From an optimization exercise on the open Yosys and OpenROAD flow, aimed at small area, a short achievable clock period and few clock cycles per item; shortcuts taken in it are not production practice. Only simulation tests tie the RTL to the original design; equivalence was not proved. Power is estimated from default activity; no workload was simulated.

==> flow/design.v, too long to show whole: its modules and the start of the top module <==
// module fir_wrapper: 2539 lines
module fir_wrapper (
    input           wb_clk_i,
    input           wb_rst_i,
    input           wbs_stb_i,
    input           wbs_cyc_i,
    input           wbs_we_i,
    input   [3:0]   wbs_sel_i,
    input  [31:0]   wbs_dat_i,
    input  [31:0]   wbs_adr_i,
    output          wbs_ack_o,
    output [31:0]   wbs_dat_o
);
  // ...
==> flow/flow/run.sh <==
#!/bin/bash
set -e
cp standard.sh standard.sh.log
cp config.mk config.mk.orig.log
echo "export SETUP_SLACK_MARGIN = 6.3" >> config.mk
bash standard.sh > standard.log 2>&1
==> flow/standard.sh <==
#!/bin/bash
# synth_recipe.tcl (not shown) runs the flow's synth.tcl, then flattens the netlist and writes it again
# the make line also repeats each setting of config.mk as NAME=value (left out here)
make -C /OpenROAD-flow-scripts/flow DESIGN_CONFIG=/design/flow/config.mk WORK_HOME=/design/flow/orfs CLKGATE_MAP_FILE= SYNTH_SCRIPT=/design/flow/synth_recipe.tcl "${@:-finish}"
==> flow/config.mk <==
export PLATFORM = sky130hd
export DESIGN_NAME = fir_wrapper
export DESIGN_NICKNAME = fir_wrapper
export VERILOG_FILES = /design/flow/design.v
export SDC_FILE = /design/flow/constraint.sdc
export NUM_CORES = 4
export LEC_CHECK = 0
export CAP_MARGIN = 20
export CORE_MARGIN = 2
export CORE_UTILIZATION = 50
export SLEW_MARGIN = 20
export SETUP_SLACK_MARGIN = 6.3
==> flow/constraint.sdc <==
create_clock -name core_clock -period 10.0 [get_ports {wb_clk_i}]
set_input_delay 2.0000 -clock core_clock [delete_from_list [all_inputs] [get_ports {wb_clk_i}]]
set_output_delay 2.0000 -clock core_clock [all_outputs]
set_load 0.01 [all_outputs]
==> flow_metrics.tcl, run 1 <==
set metrics [dict create \
    fin_nets 7057 \
    crit_path_start "pr2[20]$_DFF_P_" \
    pg_clk_mw 4.65 \
    crit-reg2reg-launch "pr2[20]$_DFF_P_" \
    synth-seq-cells 1107 \
    worstSetupEndpoint "S2_0[29]$_DFF_P_" \
    viasPerCell 5.97 \
    grt.met1_usage 0.422 \
    dpl_worst_slack_ns 5.14 \
    yosys_most_used_dff "dfxtp_1" \
    ant_nets 0 \
    status "finished clean" \
    postCtsSetupBuffers 42 \
    taps 1768 \
    mostFrequentLayoutCell "dfxtp_1" \
    seq_share 0.300 \
    top_power_group "combinational cells" \
    routed_wl_um 227000 \
    overflow 0 \
    synth_xor_area_frac 0.128 \
    whs_endpoint "S2_1[26]$_DFF_P_" \
    crit_fanout 4 \
    multi_input_area_mm2 0.0400 \
    clk_latency_ns 0.80 \
    busiest_layer "met2" \
    reg2reg_depth 18 \
    start_util 0.502 \
]
Testbench counts, summed over its fixed seeds: cycles 5,120, items 1,280.
==> run 2, diff against run 1 <==
==> flow/run.sh (new file) <==
#!/bin/bash
# synth_recipe.tcl (not shown) runs the flow's synth.tcl, then flattens the netlist and writes it again
# the make line also repeats each setting of config.mk as NAME=value (left out here)
make -C /OpenROAD-flow-scripts/flow DESIGN_CONFIG=/design/flow/config.mk WORK_HOME=/design/flow/orfs CLKGATE_MAP_FILE= SYNTH_SCRIPT=/design/flow/synth_recipe.tcl finish
--- a/flow/config.mk
+++ b/flow/config.mk
@@ -10,3 +10,3 @@
 export CORE_UTILIZATION = 50
+export SETUP_SLACK_MARGIN = 5
 export SLEW_MARGIN = 20
-export SETUP_SLACK_MARGIN = 6.3
removed: flow/flow/run.sh
removed: flow/standard.sh
==> run 2 against run 1 <==
  * Global-route usage is 0.63 points lower
  * Via count is 1.7% lower
  * Clock-buffer cell count is 8 higher
  * Non-clock buffer count is 89 lower
==> flow_metrics.tcl, run 2 <==
set metrics [dict create \
    power_leakage_nw 29.5 \
    path_class "reg -> reg" \
    syn_area_mm2 0.0668 \
    vias 47000 \
    cts_buffers 118 \
    min_from "S1_0[27]$_DFF_P_" \
    design_area_mm2 0.0728 \
    rsz0062_at_grt "no" \
    die_area_mm2 0.137 \
    regMostFlops "pr0" \
    clockBufferDepth 3 \
    cts.sinks 1107 \
    io_buffers 75 \
    routed_wl_um 219000 \
    cts_max_level 3 \
    power.share.combinational 0.370 \
    cp-start-kind "flip-flop" \
    place_hpwl_um 137000 \
    synth_cells 6268 \
    synthDistinctLibCells 70 \
    final_core_util 0.547 \
    cts_tree "built" \
    clk_latency_ns 0.79 \
    largest_registers "pr0 x124, pr1 x121, pr2 x121" \
    crit_required_ns 10.66 \
    dpl-instance-area_mm2 0.0688 \
    die_h_um 370 \
    r2r_end "S0_0[31]$_DFF_P_" \
    grt_pass1_vias 48800 \
    mostFrequentLayoutCell "dfxtp_1" \
    p_per_area_mw_per_mm2 233 \
    synth-seq-cells 1107 \
    mostFrequentLayoutCells "dfxtp_1 (1037), inv_1 (842), a22oi_1 (786), fa_1 (657), xnor2_1 (581)" \
    first_pass_iters 6 \
    gp_congestion 0.903 \
    antenna_found_initial 6 \
    synthArstFlopShare 0.00813 \
    ios 106 \
    reg2reg_depth 14 \
    synth_nets 7184 \
    synth_most_common_cell "dfxtp_1" \
    hold_class "reg -> reg" \
    r2r_setup_slack_ns 5.14 \
    layout-drive-gt1-share 0.128 \
    overflow 0 \
    maxCapViolCount 0 \
    drc 0 \
    area_growth_pct 9.02 \
    dieWidth_um 370 \
    yosys_warnings 1 \
    fin_nets 6968 \
    avgSynthCellArea_um2 10.7 \
    swShare 0.357 \
    cts-root-buf "clkbuf_16" \
    start_util 0.502 \
    tns_ns 0 \
    yosysSeqAreaShare 0.340 \
    status "finished clean" \
    core_area_mm2 0.133 \
    hold_depth 0 \
    drt_iter0_markers 4771 \
    grt_usage 0.321 \
    path_clk_slew_ns 0.07 \
    p_int_mw 10.9 \
    peakVddDrop_v 0.000177 \
    wl_per_cell_um 27.6 \
    maxSlewHeadroom 0.151 \
    fmax_mhz 206 \
    synthTopCellsByArea "dfxtp_1 (31%), fa_1 (20%), a22oi_1 (8.8%)" \
    fin_crit_ns 4.86 \
    slew_violations 0 \
    post-route-period-util 0.486 \
    grt_max_degree 90 \
    p_sw_mw 6.07 \
    worst_pin_slew_ns 1.27 \
    crit_fanout 5 \
    fillCellCount 11600 \
    num_rows 134 \
    ant_nets 0 \
    largest_reg_flops 124 \
    viasPerCell 5.93 \
    sequentialPowerShare 0.363 \
    yosys_most_used_dff "dfxtp_1" \
    setup_viol 0 \
    synth_largest_area_cell "dfxtp_1" \
    whs_endpoint "S1_1[27]$_DFF_P_" \
    netlist.area_leader.share 0.315 \
    synth_commonest_cells "dfxtp_1 (1050), inv_1 (842), a22oi_1 (786), fa_1 (657), xnor2_1 (581)" \
    postCtsSetupBuffers 0 \
    grt_pass1_wl_um 321000 \
    crit-reg2reg-launch "pr0[13]$_DFF_P_" \
    clkPwrFrac 0.267 \
    synth-edff-count 48 \
    finalHoldViolations 0 \
    arrival_ns 5.51 \
    fin_skew_ns 0.0475 \
    worst_setup_path_end_kind "flip-flop" \
]
==> run 2: cell count changes in the layout (fill, tap and decap cells not counted), sizes merged <==
cell           previous run  this run
inv                     850       849
bufbuf                    3         0
dlygate4sd2               1         0
buf                     229       122
clkbuf                  178       175
diode                     3         4
clkinv                   36        32
clkinvlp                  5         6
clkdlybuf4s50            42        75
bufinv                   10         6
==> run 2: kinds of logic after synthesis <==
group,count (synthesis),synth area share
buffers and inverters,1379,0.0775
adders and majority gates,843,0.232
AOI/OAI and AO/OA,1086,0.117
xor gates and xnor gates,975,0.128
and+or+nand+nor,420,0.0300
muxes,458,0.0766
DFF,1107,0.340
==> run 2: area by class of cell <==
type / instances / area, µm² / area share
multi-input combinational: 3782 / 39000 / 0.535
clock inverter: 47 / 547 / 0.00751
inverter: 846 / 3180 / 0.0436
antenna: 4 / 10.0 / 0.000137
sequential: 1107 / 22700 / 0.312
timing repair buffer: 197 / 1690 / 0.0232
clock buffer: 175 / 3510 / 0.0482
tap: 1768 / 2210 / 0.0304
==> run 2: layer usage <==
metal | wire (µm) | track usage | part of all wire | vias to the layer above
met5 | 13 | 0.00142 | 0.000059 | -
met4 | 13100 | 0.169 | 0.060 | 2
met2 | 95400 | 0.488 | 0.44 | 2789
li1 | - | - | - | 20000
met1 | 86600 | 0.414 | 0.40 | 23600
met3 | 23700 | 0.0926 | 0.11 | 647
==> run 2: how the worst max path moves through the flow <==
stage | depth (start not counted) | to | slack (ns) | from
3_3_place_gp | 14 | S2_0[31]$_DFF_P_ | 5.21 | pr0[13]$_DFF_P_
5_1_grt | 14 | S2_0[31]$_DFF_P_ | 5.00 | pr2[20]$_DFF_P_
2_1_floorplan | 10 | pr1[96]$_DFF_P_ | 5.80 | ph[0]$_DFF_PP0_
3_5_place_dp | 14 | S2_0[31]$_DFF_P_ | 5.21 | pr0[13]$_DFF_P_
6_report | 14 | S0_0[31]$_DFF_P_ | 5.14 | pr0[13]$_DFF_P_
4_1_cts | 14 | S2_0[31]$_DFF_P_ | 5.16 | pr0[13]$_DFF_P_
==> run 2: what timing repair did <==
item	in CTS	in global routing
setup endpoints to repair	0	2
hold buffers	0	0
gates resized for setup	0	2
==> run 2: power groups by stage <==
stage / sequential, mW / clock (mW) / combinational [mW]
2_1_floorplan: 5.88 / 0 / 4.63
3_3_place_gp: 6.23 / 0 / 6.12
3_5_place_dp: 6.24 / 0 / 6.23
4_1_cts: 6.16 / 4.60 / 6.28
5_1_grt: 6.25 / 4.78 / 7.13
6_report: 6.17 / 4.52 / 6.28
==> run 2: critical path, stage by stage (launching register included) <==
cell and delay [ns]:
dfxtp_1 0.32, inv_1 0.12, fa_1 0.52, inv_1 0.05, fa_1 0.44, ha_1 0.38
nor3_1 0.09, nor2_1 0.19, a31oi_1 0.23, a31oi_1 0.81, a221oi_2 0.28, o21ai_1 0.55
nand3_1 0.23, a21o_1 0.24, a211oi_1 0.29
==> run 2: per-stage QoR <==
stage	hold WS [ns]	cells	power, mW	setup slack, ns
after floorplan	0.310	6268	10.5	5.80
after global placement	0.310	7700	12.4	5.21
after detailed placement	0.312	7700	12.5	5.21
after CTS	0.311	7922	17.0	5.16
after global routing	0.311	7924	18.2	5.00
final	0.307	7926	17.0	5.14

-- what the ideal ports hide --
Ports are ideal in the flow. The routed layouts listed here were re-timed in OpenROAD.
Step 1 (the two cells are an assumption about what drives the block):
set clk [get_ports {wb_clk_i}]
set_driving_cell -lib_cell sky130_fd_sc_hd__clkbuf_16 $clk
set_driving_cell -lib_cell sky130_fd_sc_hd__buf_2 [delete_from_list [all_inputs] $clk]
Step 2 times the ports against the registers' clock, not the clock port: input delays grow and output delays shrink by t, the midpoint of the rising clock arrivals with the driver on.
a / b / c = no drivers / after step 1 / after step 2; a / b = the first two.
| run | shift t [ns] | setup WS [ns] | pins driven straight from the clock port |
|---|---|---|---|
| run 1 | 0.844 | 6.030 / 6.030 / 5.848 | 1 |
| run 2 | 0.845 | 5.145 / 5.145 / 5.145 | 1 |
After both steps every run listed still meets setup and hold. For run 1, which loses most, drivers alone change the setup slack by 0.000 ns; drivers and shift together by -0.182 ns.
